What follows belongs to an exercise in optimizing a design on an open flow for small area, a short achievable clock period and few clock cycles; a production flow would make more cautious choices.
Where RTL was checked, it was by simulation tests only, not by an equivalence proof against the original.

==> flow/design.v (excerpt) <==
module muldiv (result, valid, clock, reset, start, opera1, opera2, muordi);
output [63:0] result;
output valid;
input [31:0] opera1;
input [63:0] opera2;
input  start, reset, muordi, clock;
reg        valid;
reg        busy;       
reg        dv;         
reg        pre;        
reg        post;       
reg        cdv;        
reg        prev;       
reg [3:0]  cnt;
reg [64:0] P;          
reg [32:0] M;          
assign result = P[63:0];
wire dolast = dv ? (cnt == 4'd15) : (cnt == 4'd7);
wire b1_one = P[0] ^ prev;
wire b1_two = (P[1] & ~P[0] & ~prev) | (~P[1] & P[0] & prev);
wire b1_neg = P[1];
wire b2_one = P[2] ^ P[1];
wire b2_two = (P[3] & ~P[2] & ~P[1]) | (~P[3] & P[2] & P[1]);
wire b2_neg = P[3];
wire [34:0] Mx  = {{2{M[32]}}, M};
wire [34:0] M2x = {M[32], M, 1'b0};
reg  negcyc;           
wire        s1_one = dv ? ~negcyc : b1_one;
wire        s1_two = dv ? 1'b0    : b1_two;
wire        s1_neg = dv ? 1'b0    : b1_neg;
wire        s2_one = dv ? ~negcyc : b2_one;
wire        s2_two = dv ? 1'b0    : b2_two;
wire        s2_neg = dv ? 1'b0    : b2_neg;
wire [34:0] B1 = (({35{s1_one}} & Mx) | ({35{s1_two}} & M2x)) ^ {35{s1_neg}};
  ...
Size in the first run: about 1600 cells after synthesis, about 110 flip-flops, about 170 I/O pins, ~14000 µm² of cells after synthesis.
==> flow/config.mk <==
export PLATFORM = sky130hd
export DESIGN_NAME = muldiv
export DESIGN_NICKNAME = muldiv
export VERILOG_FILES = /design/flow/design.v
export SDC_FILE = /design/flow/constraint.sdc
export NUM_CORES = 4
export LEC_CHECK = 0
export ABC_CLOCK_PERIOD_IN_PS = 3000
export CAP_MARGIN = 20
export CORE_MARGIN = 2
export CORE_UTILIZATION = 60
export SLEW_MARGIN = 20
==> flow/constraint.sdc <==
create_clock -name core_clock -period 14.0 [get_ports {clock}]
set_input_delay 2.8000 -clock core_clock [delete_from_list [all_inputs] [get_ports {clock}]]
set_output_delay 2.8000 -clock core_clock [all_outputs]
set_load 0.01 [all_outputs]
run.sh (not shown) runs the stock make flow with config.mk's settings and CLKGATE_MAP_FILE= SYNTH_SCRIPT=/design/flow/synth_recipe.tcl, a recipe that flattens the netlist after the stock synthesis.
The starting point passed the timing, design-rule and antenna checks.
Edit:
- ABC_CLOCK_PERIOD_IN_PS: 3000 -> not set
- SETUP_SLACK_MARGIN: not set -> 5
What happened:
- worst hold slack barely changes
- global-route usage stays flat
- clock-buffer cell count is unchanged
- sequential cell count does not change
Edit:
- CORE_UTILIZATION: 60 -> 40
- SETUP_SLACK_MARGIN: 5 -> not set
Result:
- hold slack improved by 0.0033 ns
- flip-flop and latch count is unchanged
- wire length is higher by 5.1%
- setup slack got worse by 1.1 ns
- area after synthesis is unchanged
- via count is lower by 3.6%
- final cell count is higher by 8.7%
Function was not checked in any run of this note: the RTL went through the layout flow alone.


== v6 ==
muldiv, a different RTL version from the one above (not shown whole).
Size in the first run: ~2100 cells after synthesis, roughly 120 flip-flops.
Settings: LEC_CHECK=0, CAP_MARGIN=20, CORE_MARGIN=2, CORE_UTILIZATION=55, SLEW_MARGIN=20; clock period 14.0 ns.
standard.sh (not shown) runs the stock make flow with config.mk's settings and CLKGATE_MAP_FILE= SYNTH_SCRIPT=/design/flow/synth_recipe.tcl, a recipe that flattens the netlist after the stock synthesis.
==> flow/flow/run.sh <==
#!/bin/bash
# Standard layout, except that the port buffers are the smallest buffer cell
# and the resizer's setup repair aims for more slack.
set -euo pipefail
export BUFFER_PORTS_ARGS="-buffer_cell sky130_fd_sc_hd__buf_1"
export SETUP_SLACK_MARGIN=9
bash standard.sh > standard_flow.log 2>&1
Testbench counts of v6, summed over its fixed seeds: cycles 28,348.
Relative to v6, the following input files were edited for v20:
- CORE_UTILIZATION now 45, was 55
diff --git a/flow/flow/run.sh b/flow/flow/run.sh
--- a/flow/flow/run.sh
+++ b/flow/flow/run.sh
@@ -6 +6 @@
-export SETUP_SLACK_MARGIN=9
+export SETUP_SLACK_MARGIN=9.5
==> comparison <==
v20: all stages complete, timing, DRC and antenna checks passed. v6 finished every stage and its layout cleared the timing, design-rule and antenna checks. | critical path depth | v20 vs v6 | 5 higher |. v20 against v6: wire length of the first global-routing pass shows an increase of about 4%; mean instance size in the synthesized netlist shows no meaningful change. On worst setup slack: between v20 and v6, it ends up lower for v6. v20 vs. v6: number of inserted diodes higher.
Inputs modified between v20 and v25:
diff --git a/flow/flow/run.sh b/flow/flow/run.sh
--- a/flow/flow/run.sh
+++ b/flow/flow/run.sh
@@ -6 +6 @@
-export SETUP_SLACK_MARGIN=9.5
+export SETUP_SLACK_MARGIN=9
Notes after the runs:
v25 finished end to end and its layout was clean on timing, DRC and antenna.
Clock-buffer cell count for v25: 1 up relative to v20
For HPWL reported at the end of detailed placement, v20 and v25 come out practically identical.
| global-route wire length before repair | lower: v25 |
Number of DRC violations after detailed-routing iteration 0 was lower in v25 than in v20.
In the metrics for v20 and v25, the one carrying the lower via count of the first global-routing pass is v25.
Compared with v20, in v25 area of all placed cells without fillers fell by about 8%, setup slack of the critical path after layout now sits lower, maximum frequency went down.
On worst hold slack, v25 does better than v20.
Compared to v20, v25 has routed wire length 4.3% lower.


The RTL this note starts from:
==> flow/design.v <==
module muldiv (result, valid, clock, reset, start, opera1, opera2, muordi);
output [63:0] result;
output valid;
input [31:0] opera1;
input [63:0] opera2;
input  start, reset, muordi, clock;
reg        valid;
reg        busy;       
reg        negcyc;     
reg        dv;         
reg        pre;        
reg        post;       
reg        sa;         
reg        prev;       
reg [3:0]  cnt;
reg [64:0] P;          
reg [32:0] M;          
assign result = P[63:0];
wire dolast = dv ? (cnt == 4'd15) : (cnt == 4'd7);
wire dvs = dv & ~negcyc;       
wire mls = ~dv;                
wire [31:0] Dm = M[31:0] ^ {32{sa}};
wire [7:0]  dnz, xnz, dab;
genvar gi;
generate for (gi = 0; gi < 8; gi = gi + 1) begin : g_nib
    assign dnz[gi] = |Dm[4*gi+3:4*gi];
    assign xnz[gi] = |P[4*gi+27:4*gi+24];
    if (gi == 7) assign dab[gi] = 1'b0;
    else         assign dab[gi] = dab[gi+1] | dnz[gi+1];
end endgenerate
wire skip = dvs & ~P[63] & ~|P[62:56] & ~|(xnz & ~dab) & (cnt <= 4'd11);
wire zlo = ~|P[30:0];
wire [40:0] Mz = {{6{M[32]}}, M, 2'b00};
wire        b1_one = mls & (P[0] ^ prev);
wire        b1_two = mls & ((P[1] & ~P[0] & ~prev) | (~P[1] & P[0] & prev));
wire        neg1   = negcyc ? zlo : dv ? ~(P[63] ^ sa) : P[1];
wire [35:0] A1 = {P[64], P[64], P[64:31]};
wire [35:0] B1 = (({36{dvs}} & Mz[37:2]) | ({36{b1_one}} & Mz[36:1]) |
                  ({36{b1_two}} & Mz[35:0])) ^ {36{neg1}};
wire        c1 = neg1 & ~negcyc;
wire [35:0] S1;
pfx_add #(36) u_add1 (.a(A1), .b(B1), .cin(c1), .s(S1));
wire        q1 = ~S1[31];
wire        b2_one = mls & (P[2] ^ P[1]);
wire        b2_two = mls & ((P[3] & ~P[2] & ~P[1]) | (~P[3] & P[2] & P[1]));
wire        neg2   = negcyc | (dv ? ~(S1[31] ^ sa) : P[3]);
wire [38:0] A2x = {S1[35], S1[35], S1[35:3], dv ? S1[2] : neg2, S1[1:0], P[30]};
wire [38:0] A2 = negcyc ? {8'd0, P[30:0]} : A2x;
wire [43:0] Mw = {{6{M[32]}}, M, 5'd0};
wire [38:0] B2 = (({39{dvs}} & Mw[43:5]) | ({39{b2_one}} & Mw[39:1]) |
                  ({39{b2_two}} & Mw[38:0])) ^ {39{neg2}};
wire        c2 = neg2 & ~negcyc;
wire [38:0] S2;
pfx_add #(39) u_add2 (.a(A2), .b(B2), .cin(c2), .s(S2));
wire        q2 = ~S2[31];
always @(posedge clock or posedge reset)
begin
    if (reset) begin
        valid <= 1'b0;
        busy <= 1'b0;
        negcyc <= 1'b0;
    end else if (start) begin
        valid <= 1'b0;
        busy <= 1'b1;
        negcyc <= muordi & opera2[63];
    end else if (busy) begin
        if (negcyc) begin
            negcyc <= 1'b0;
            if (~pre) begin
                busy <= 1'b0;
                valid <= 1'b1;
            end
        end else if (dolast) begin
            if (dv & post)
                negcyc <= 1'b1;
            else begin
                busy <= 1'b0;
                valid <= 1'b1;
            end
        end
    end
end
always @(posedge clock)
begin
    if (start) begin
        dv <= muordi;
        cnt <= 4'd0;
        prev <= 1'b0;
        pre <= opera2[63];
        post <= opera1[31] ^ opera2[63];
        sa <= opera1[31];
        if (muordi) begin
            M <= {opera1[31], opera1};
            P <= {1'b0, opera2};
        end else begin
            M <= {opera2[63], opera2[31:0]};
            P <= {33'd0, opera1};
        end
    end else if (busy) begin
        if (negcyc) begin
            P <= {1'b0, ~S1[32:0], ~S2[30:0]};
            pre <= 1'b0;
        end else if (skip) begin
            cnt <= cnt + 4'd4;
            P <= {1'b0, P[55:0], 8'd0};
        end else begin
            cnt <= cnt + 4'd1;
            if (dv)
                P <= {S2[31], S2[31:0], P[29:0], q1, q2};
            else begin
                P <= {S2[38:6], S2[5:4], S1[2:1], P[31:4]};
                prev <= P[3];
            end
        end
    end
end
endmodule
module pfx_add #(parameter W = 35) (a, b, cin, s);
input  [W-1:0] a, b;
input          cin;
output [W-1:0] s;
localparam L = $clog2(W);
wire [W-1:0] pp = a ^ b;
wire [W-1:0] g [0:L];
wire [W-1:0] p [0:L];
assign g[0] = (a & b) | {{(W-1){1'b0}}, pp[0] & cin};
assign p[0] = pp;
genvar k, i;
generate for (k = 0; k < L; k = k + 1) begin : g_lvl
    for (i = 0; i < W; i = i + 1) begin : g_bit
        if ((i >> k) & 1) begin : g_op
            assign g[k+1][i] = g[k][i] | (p[k][i] & g[k][((i >> k) << k) - 1]);
            assign p[k+1][i] = p[k][i] & p[k][((i >> k) << k) - 1];
        end else begin : g_pass
            assign g[k+1][i] = g[k][i];
            assign p[k+1][i] = p[k][i];
        end
    end
end endgenerate
assign s = pp ^ {g[L][W-2:0], cin};
endmodule
clock: 14.0 ns
lec_check: 0
cap_margin: 20
core_margin: 2
core_utilization: 45
slew_margin: 20
==> flow/flow/run.sh <==
#!/bin/bash
# Standard layout, with the resizer's setup repair aiming for extra slack.
set -euo pipefail
export SETUP_SLACK_MARGIN=7
bash standard.sh > standard_flow.log 2>&1
The baseline produced a clean layout.
Rerun with:
==> flow/run.sh (new file) <==
#!/bin/bash
# synth_recipe.tcl (not shown) runs the flow's synth.tcl, then flattens the netlist and writes it again
# the make line also repeats each setting of config.mk as NAME=value (left out here)
make -C /OpenROAD-flow-scripts/flow DESIGN_CONFIG=/design/flow/config.mk WORK_HOME=/design/flow/orfs CLKGATE_MAP_FILE= SYNTH_SCRIPT=/design/flow/synth_recipe.tcl finish
--- a/flow/config.mk
+++ b/flow/config.mk
@@ -9,3 +9,4 @@
 export CORE_MARGIN = 2
 export CORE_UTILIZATION = 45
+export SETUP_SLACK_MARGIN = 5
 export SLEW_MARGIN = 20
removed: flow/flow/run.sh
removed: flow/standard.sh
The changed run passed the timing, design-rule and antenna checks.
Via count drops by 5.8%.
Wire length drops by 8.1%.
Setup slack got worse by 0.96 ns.
Critical path depth drops by 2.
Synthesized area stays the same.
First-iteration DRC count drops by 4.1%.
Clock skew is about the same.
No functional check of the RTL was part of any run of this note.


Another version of the RTL of muldiv (not shown whole).
Size: roughly 1,600 cells after synthesis.
export LEC_CHECK = 0
export CAP_MARGIN = 20
export CORE_MARGIN = 2
export CORE_UTILIZATION = 45
export SLEW_MARGIN = 20
create_clock -name core_clock -period 14.0 [get_ports {clock}]
==> flow/flow/run.sh <==
#!/bin/bash
# Standard layout, except that the port buffers are the smallest buffer cell
# and the resizer's setup repair aims for more slack.
set -euo pipefail
export BUFFER_PORTS_ARGS="-buffer_cell sky130_fd_sc_hd__buf_1"
export SETUP_SLACK_MARGIN=7
bash standard.sh > standard_flow.log 2>&1
The baseline produced a clean layout.
Testbench counts at the start, summed over its fixed seeds: cycles 28,348.
Change:
==> flow/flow/run.sh (replaced) <==
#!/bin/bash
# Standard layout, except that the port buffers are the smallest buffer cell.
set -euo pipefail
export BUFFER_PORTS_ARGS="-buffer_cell sky130_fd_sc_hd__buf_1"
bash standard.sh > standard_flow.log 2>&1
- SETUP_SLACK_MARGIN: not set -> 5
- The changed run went through all stages and came out clean
- cell area shrinks slightly
- non-clock buffer count drops by 13
- die area does not change
- wire length fell slightly
- clock skew stays flat
- core utilization shrinks by 1.0 points

==> what the ideal ports hide <==
In the flow no input, the clock included, has a driving cell. The finished layouts below were timed again as built, in two steps.
Step 1 sets driving cells, clkbuf_16 on the clock port and buf_2 on the other inputs (assumed; they add their load-dependent delay and slew).
Step 2 adds t to the input delays and takes it off the output delays; t is the mean of the earliest and latest rising clock arrival at the registers after step 1. Input paths then give back, and output paths get back, about the clock's delay inside the block.
Three values: no drivers, after step 1, after step 2; two values: the first two.
| run | t, ns | setup WS [ns] | worst setup path after step 2 | latest minus earliest clock arrival (ns) | cell pins on the clock port's net |
|---|---|---|---|---|---|
| the first run of note 1 | 0.413 | 4.479 / 4.479 / 4.479 | register to register | 0.019 / 0.020 | 1 |
| the second run of note 1 | 0.413 | 5.432 / 5.432 / 5.432 | register to register | 0.019 / 0.018 | 1 |
| the third run of note 1 | 0.431 | 4.287 / 4.287 / 4.287 | register to register | 0.020 / 0.019 | 1 |
| v6 | 0.477 | 9.134 / 9.134 / 8.695 | input to register | 0.012 / 0.012 | 1 |
| v20 | 0.486 | 9.538 / 9.538 / 9.072 | input to register | 0.017 / 0.017 | 1 |
| v25 | 0.497 | 9.101 / 9.131 / 8.634 | input to register | 0.017 / 0.016 | 1 |
| the first run of note 3 | 0.424 | 6.221 / 6.221 / 6.221 | register to register | 0.011 / 0.011 | 1 |
| the second run of note 3 | 0.423 | 5.262 / 5.262 / 5.262 | register to register | 0.014 / 0.014 | 1 |
| the first run of note 4 | 0.493 | 7.187 / 7.187 / 7.187 | register to register | 0.020 / 0.021 | 1 |
| the second run of note 4 | 0.491 | 6.094 / 6.094 / 6.094 | register to register | 0.018 / 0.018 | 1 |
After both steps every run listed still meets setup and hold. The setup slack of v25, which loses most, moves by +0.030 ns with the drivers and by -0.467 ns with both steps.
